From an optimization exercise on the open Yosys and OpenROAD flow, aimed at small area; shortcuts taken in it are not production practice. Function was checked by simulation only, so behaviour that the tests miss may differ from the original. The clock port is modelled as an ideal driver; clocking choices that lean on that would not hold on a real chip. Power and IR drop assume default switching activity.

==> run A: inputs <==
Design chip8, start of the top module:
module chip8 (
    input clk,
    input rst,
    output [11:0] mem_addr,
    input [7:0] mem_rdata,
    output uart_tx
);
==> module chip8, before the edit <==
module chip8 (
    input clk,
    input rst,
    output [11:0] mem_addr,
    input [7:0] mem_rdata,
    output uart_tx
);
    localparam S_F0 = 5'd0;      
    localparam S_F1 = 5'd1;      
    localparam S_EX = 5'd2;      
    localparam S_VW = 5'd3;      
    localparam S_VOP = 5'd4;     
    localparam S_DXW = 5'd5;     
    localparam S_DXL = 5'd6;     
    localparam S_DYW = 5'd7;     
    localparam S_DYL = 5'd8;     
    localparam S_RW = 5'd9;      
    localparam S_ROT = 5'd10;    
    localparam S_VFW = 5'd11;    
    localparam S_VFL = 5'd12;    
    localparam S_AA = 5'd13;     
    localparam S_BW = 5'd14;     
    localparam S_CAP = 5'd15;    
    localparam S_RDY = 5'd16;    
    localparam S_55 = 5'd17;     
    localparam S_ZW = 5'd18;     
    localparam S_ZROT = 5'd19;   
    localparam C_D = 2'd0;
    localparam C_AA = 2'd1;
    localparam C_55 = 2'd2;
    localparam C_EC = 2'd3;
    reg [4:0] state;
    reg [11:0] PC;
    reg [11:0] I;
    reg [7:0] hi;
    reg [5:0] x;
    reg [4:0] y;
    reg cf;          
    reg [3:0] t16;
    reg [7:0] kreg;
    wire [2:0] j = t16[2:0];
    wire [7:0] knext = kreg + 8'd61;
    wire slot_end = (j == 3'd7);
    reg [2047:0] scr;
    reg [127:0] vr;
    wire shead = scr[0];
    wire vhead = vr[0];
    wire [3:0] op = hi[7:4];
    wire [3:0] X = hi[3:0];
    wire [3:0] Y = mem_rdata[7:4];
    wire [5:0] dr = {1'b0, kreg[7:3]} - {1'b0, y};
    wire [6:0] dc = {1'b0, kreg[2:0], j} - {1'b0, x};
    wire inrow = !dr[5] && (dr[4:0] < {1'b0, X});    
    wire incol = !dc[6] && (dc[5:3] == 3'd0);
    wire [7:0] kn1 = slot_end ? knext : kreg;
    wire [3:0] ra = kn1[6:3] - y[3:0];
    wire rot = (state == S_RW) || (state == S_ROT);
    wire zero = (state == S_ZW) || (state == S_ZROT);
    assign mem_addr = rot ? (I + {8'd0, ra}) : PC;
    wire [2:0] bsel = (state == S_ROT) ? ~dc[2:0] : j;
    wire rbit = mem_rdata[bsel];
    wire draw = (state == S_ROT) && op[3];
    wire sbit = draw && inrow && incol && rbit;
    wire clear = ((state == S_ROT) && !op[3]) || (state == S_ZROT);
    wire snew = !clear && (shead ^ sbit);
    wire vop = (state == S_VOP);
    wire cin = cf && (j != 3'd0);
    wire vsum = op[0] ? (vhead ^ rbit ^ cin) : rbit;   
    wire vnew = zero ? 1'b0 :
                vop ? vsum :
                (state == S_VFL) ? (cf && (j == 3'd0)) :
                vhead;
    wire [3:0] want = (state == S_DYW) ? Y : (state == S_VFW) ? 4'hF : X;
    wire hit = slot_end && (knext[3:0] == want);
    wire hit0 = slot_end && (knext == 8'd0);
    wire [7:0] sendk = {y, x[2:0]};
    wire special = (hi == 8'hAA) || (hi == 8'h55) || (hi == 8'hEC);
    wire ready, dshift, esc;
    wire go = ready && ((state == S_AA) || (state == S_RDY) || (state == S_55));
    wire [1:0] gch = (state == S_AA) ? C_AA :
                     (state == S_55) ? C_55 :
                     (special && !esc) ? C_EC : C_D;
    Display display (
        .clk(clk),
        .rst(rst),
        .uart_tx(uart_tx),
        .t16(t16),
        .go(go),
        .gch(gch),
        .d0(hi[0]),
        .ready(ready),
        .dshift(dshift),
        .esc(esc)
    );
    always @(posedge clk) begin
        scr <= {snew, scr[2047:1]};
        vr <= {vnew, vr[127:1]};
    end
    always @(posedge clk) begin
        t16 <= t16 + 1;
        if (slot_end) kreg <= knext;
        if (state == S_CAP || dshift) hi <= {shead, hi[7:1]};
        if (rst) begin
            state <= S_ZW;
            PC <= 12'h200;
            I <= 0;
        end else begin
            if (vop) cf <= (vhead & rbit) | (vhead & cin) | (rbit & cin);
            if (sbit && shead) cf <= 1;
            case (state)
                S_F0: begin
                    PC <= PC + 1;
                    state <= S_F1;
                end
                S_F1: begin
                    hi <= mem_rdata;
                    state <= S_EX;
                end
                S_EX: begin
                    state <= S_F0;
                    case (op)
                        4'h0: begin
                            PC <= PC + 1;
                            state <= (mem_rdata[3:0] == 0) ? S_RW : S_AA;
                        end
                        4'h1: PC <= {X, mem_rdata};
                        4'h6, 4'h7: state <= S_VW;
                        4'hA: begin
                            I <= {X, mem_rdata};
                            PC <= PC + 1;
                        end
                        4'hD: state <= S_DXW;
                        default: PC <= PC + 1;
                    endcase
                end
                S_VW: if (hit) state <= S_VOP;
                S_VOP: if (slot_end) begin
                    PC <= PC + 1;
                    state <= S_F0;
                end
                S_DXW: if (hit) state <= S_DXL;
                S_DXL: begin
                    if (j < 6) x <= {vhead, x[5:1]};
                    if (slot_end) state <= S_DYW;
                end
                S_DYW: if (hit) state <= S_DYL;
                S_DYL: begin
                    if (j < 5) y <= {vhead, y[4:1]};
                    if (slot_end) begin
                        PC <= PC + 1;
                        hi[3:0] <= mem_rdata[3:0];   
                        cf <= 0;
                        state <= S_RW;
                    end
                end
                S_RW: if (hit0) state <= S_ROT;
                S_ROT: if (hit0) state <= op[3] ? S_VFW : S_AA;
                S_ZW: if (hit0) state <= S_ZROT;
                S_ZROT: if (hit0) state <= S_F0;
                S_VFW: if (hit) state <= S_VFL;
                S_VFL: if (slot_end) state <= S_AA;
                S_AA: begin
                    x[2:0] <= 0;
                    y <= 0;
                    if (go) state <= S_BW;
                end
                S_BW: if (slot_end && knext == sendk) state <= S_CAP;
                S_CAP: if (slot_end) state <= S_RDY;
                S_RDY: if (go && gch == C_D) begin
                    {y, x[2:0]} <= sendk + 1;
                    state <= (sendk == 8'd255) ? S_55 : S_BW;
                end
                S_55: if (go) state <= S_F0;
                default: state <= S_F0;
            endcase
        end
    end
endmodule
Settings: LEC_CHECK=0, CAP_MARGIN=20, CORE_MARGIN=2, CORE_UTILIZATION=65, SLEW_MARGIN=20; clock period 10.0 ns.
standard.sh (not shown) runs the stock make flow with config.mk's settings and CLKGATE_MAP_FILE= SYNTH_SCRIPT=/design/flow/synth_recipe.tcl, a recipe that flattens the netlist after the stock synthesis.
==> flow/flow/run.sh <==
#!/bin/bash
# Standard layout with two changes: port buffers use the smallest buffer cell,
# and clock tree synthesis builds larger leaf clusters of clkbuf_16 without
# dummy loads.
set -euo pipefail
export BUFFER_PORTS_ARGS="-buffer_cell sky130_fd_sc_hd__buf_1"
export CTS_ARGS="-sink_clustering_enable -repair_clock_nets -buf_list sky130_fd_sc_hd__clkbuf_16 -sink_clustering_size 38 -sink_clustering_max_diameter 60 -dont_use_dummy_load"
bash standard.sh > standard.log 2>&1
==> run R: changes against run A <==
--- a/flow/design.v
+++ b/flow/design.v
@@ -84,3 +84,7 @@
     reg [2047:0] scr;
-    reg [127:0] vr;
+    reg [95:0] vr;
+    reg [3:0] vi;
+    reg [2:0] vj;
+    wire [3:0] vinext = vi + 4'd1;
+    wire vend = (vj == 3'd5);
     wire shead = scr[0];
@@ -99,3 +103,3 @@
     assign mem_addr = rot ? (I + {8'd0, ra}) : PC;
-    wire [2:0] bsel = (state == S_ROT) ? ~dc[2:0] : j;
+    wire [2:0] bsel = (state == S_ROT) ? ~dc[2:0] : vj;
     wire rbit = mem_rdata[bsel];
@@ -106,3 +110,3 @@
     wire vop = (state == S_VOP);
-    wire cin = cf && (j != 3'd0);
+    wire cin = cf && (vj != 3'd0);
     wire vsum = op[0] ? (vhead ^ rbit ^ cin) : rbit;   
@@ -110,6 +114,6 @@
                 vop ? vsum :
-                (state == S_VFL) ? (cf && (j == 3'd0)) :
+                (state == S_VFL) ? (cf && (vj == 3'd0)) :
                 vhead;
     wire [3:0] want = (state == S_DYW) ? Y : (state == S_VFW) ? 4'hF : X;
-    wire hit = slot_end && (knext[3:0] == want);
+    wire hit = vend && (vinext == want);
     wire hit0 = slot_end && (knext == 8'd0);
@@ -136,3 +140,3 @@
         scr <= {snew, scr[2047:1]};
-        vr <= {vnew, vr[127:1]};
+        vr <= {vnew, vr[95:1]};
     end
@@ -140,2 +144,4 @@
         t16 <= t16 + 1;
+        vj <= vend ? 3'd0 : vj + 3'd1;
+        if (vend) vi <= vinext;
         if (slot_end) kreg <= knext;
@@ -176,3 +182,3 @@
                 S_VW: if (hit) state <= S_VOP;
-                S_VOP: if (slot_end) begin
+                S_VOP: if (vend) begin
                     PC <= PC + 1;
@@ -182,4 +188,4 @@
                 S_DXL: begin
-                    if (j < 6) x <= {vhead, x[5:1]};
-                    if (slot_end) state <= S_DYW;
+                    x <= {vhead, x[5:1]};
+                    if (vend) state <= S_DYW;
                 end
@@ -187,4 +193,4 @@
                 S_DYL: begin
-                    if (j < 5) y <= {vhead, y[4:1]};
-                    if (slot_end) begin
+                    if (vj < 5) y <= {vhead, y[4:1]};
+                    if (vend) begin
                         PC <= PC + 1;
@@ -200,3 +206,3 @@
                 S_VFW: if (hit) state <= S_VFL;
-                S_VFL: if (slot_end) state <= S_AA;
+                S_VFL: if (vend) state <= S_AA;
                 S_AA: begin
==> flow/flow/run.sh (replaced) <==
#!/bin/bash
# Standard layout with two changes: port buffers use the smallest buffer cell,
# and clock tree synthesis builds larger leaf clusters (up to 36 sinks within
# 80 um) of clkbuf_16, without dummy loads.
set -euo pipefail
export BUFFER_PORTS_ARGS="-buffer_cell sky130_fd_sc_hd__buf_1"
export CTS_ARGS="-sink_clustering_enable -repair_clock_nets -buf_list sky130_fd_sc_hd__clkbuf_16 -sink_clustering_size 36 -sink_clustering_max_diameter 80 -dont_use_dummy_load"
export POST_CTS_TCL="$(pwd)/flow/post_cts.tcl"
bash standard.sh > standard.log 2>&1
==> flow/flow/post_cts.tcl (new file) <==
# Clock tree clean-up after CTS. A clock leaf buffer sometimes gets a
# flip-flop far from the rest of its cluster, and that one long wire slows the
# clock edge at every flip-flop on the net. Move each such flip-flop to the
# nearest leaf buffer that has room instead, then report the worst estimated clock-pin slew.
set far_limit 70000 ;# dbu (70 um)
set max_fanout 36
set block [ord::get_db_block]

proc ctr {inst} {
  set b [$inst getBBox]
  return [list [expr {([$b xMin] + [$b xMax]) / 2}] [expr {([$b yMin] + [$b yMax]) / 2}]]
}

# leaf buffers: clkbuf_16 whose output drives flip-flops
set leaves {}
foreach inst [$block getInsts] {
  if {[[$inst getMaster] getName] ne "sky130_fd_sc_hd__clkbuf_16"} { continue }
  set net [[$inst findITerm X] getNet]
  if {$net eq "NULL"} { continue }
  set ff 0
  foreach it [$net getITerms] {
    if {[string match "*df*" [[[$it getInst] getMaster] getName]]} { incr ff }
  }
  if {$ff > 0} { lappend leaves $inst }
}

set moved 0
foreach inst $leaves {
  lassign [ctr $inst] bx by
  set net [[$inst findITerm X] getNet]
  foreach it [$net getITerms] {
    if {[$it getIoType] ne "INPUT"} { continue }
    set ff [$it getInst]
    if {![string match "*df*" [[$ff getMaster] getName]]} { continue }
    lassign [ctr $ff] fx fy
    set d [expr {abs($fx - $bx) + abs($fy - $by)}]
    if {$d <= $far_limit} { continue }
    set best ""; set bestd $d
    foreach other $leaves {
      if {[llength [[[$other findITerm X] getNet] getITerms]] > $max_fanout} { continue }
      lassign [ctr $other] ox oy
      set od [expr {abs($fx - $ox) + abs($fy - $oy)}]
      if {$od < $bestd} { set best $other; set bestd $od }
    }
    if {$best eq ""} { continue }
    $it disconnect
    $it connect [[$best findITerm X] getNet]
    puts "moved [$ff getName] from [$inst getName] ($d dbu) to [$best getName] ($bestd dbu)"
    incr moved
  }
}
puts "moved $moved far clock sinks"

estimate_parasitics -placement
set worst 0
foreach inst $leaves {
  set net [get_nets -of_objects [get_pins -of_objects [get_cells [$inst getName]] -filter "direction == output"]]
  foreach p [get_pins -of_objects $net -filter "direction == input"] {
    foreach a {slew_max_rise slew_max_fall} {
      set s [get_property $p $a]
      if {$s > $worst} { set worst $s }
    }
  }
}
puts "worst estimated clock leaf slew: $worst"
==> run notes <==
|  | run R | run A |
|---|---|---|
| Result of the run | complete, no violations | complete, no violations |
| Capture endpoint of the worst hold path | scr[1013] | scr[1578] |
| Non-clock buffering overhead | 0.204% | 0.230% |
| Fmax | 145 MHz | 145 MHz |
| Sequential share of the synthesized area | 92.2% | 92.4% |
| Inverter count of the layout excluding clock inverters | 45 | 40 |
| Crit-path max cell delay | 0.54 ns | 0.55 ns |
| Synth Area in Simple Gates | 2.42% | 2.42% |
| Share of the synthesized area in compound gates (AO/OA/AOI/OAI) | 2.24% | 2.29% |
| Buffer and inverter count on the worst path | 3 | 2 |
| Instance area after placement | 49600 um^2 | 50000 um^2 |
| Combinational Power | 0.361 mW | 0.362 mW |
| Destination of the worst register-to-register timing path | cf | vr[127] |
| Clock sink count | 2218 | 2243 |
| Multi-input combinational area share | 6.82% | 6.60% |
| Total number of multi-input combinational cells | 529 | 514 |
| Worst IR Drop VDD | 223 uV | 200 uV |
| Area enclosed by the die boundary | 76700 um^2 | 77300 um^2 |
| Via density per instance | 4.64 | 4.56 |
| Initial DRC count | 953 | 980 |
| Initial core utilization | 65.3% | 65.6% |
| Final worst hold slack | 0.237 ns | 0.244 ns |

==> re-timing with driven ports <==
The results above use ideal ports. As a check the final layouts listed here were re-extracted and re-timed, cells and wires unchanged. Step 1: set_driving_cell puts a clkbuf_16 on clk and a buf_2 on each other input, an assumption about the parent block. Step 2 also shifts input and output timing later by t, the mid clock arrival at the registers, as if the neighbouring blocks saw the same clock. Three values: no drivers, after step 1, after step 2; two values: the first two.
run	t (ns)	setup WS [ns]	worst register clock-pin slew, ns
run A	0.689	3.123 / 3.059 / 3.748	0.12 / 0.12
run R	0.682	3.106 / 3.038 / 3.720	0.13 / 0.13
After both steps every run listed still meets setup and hold.
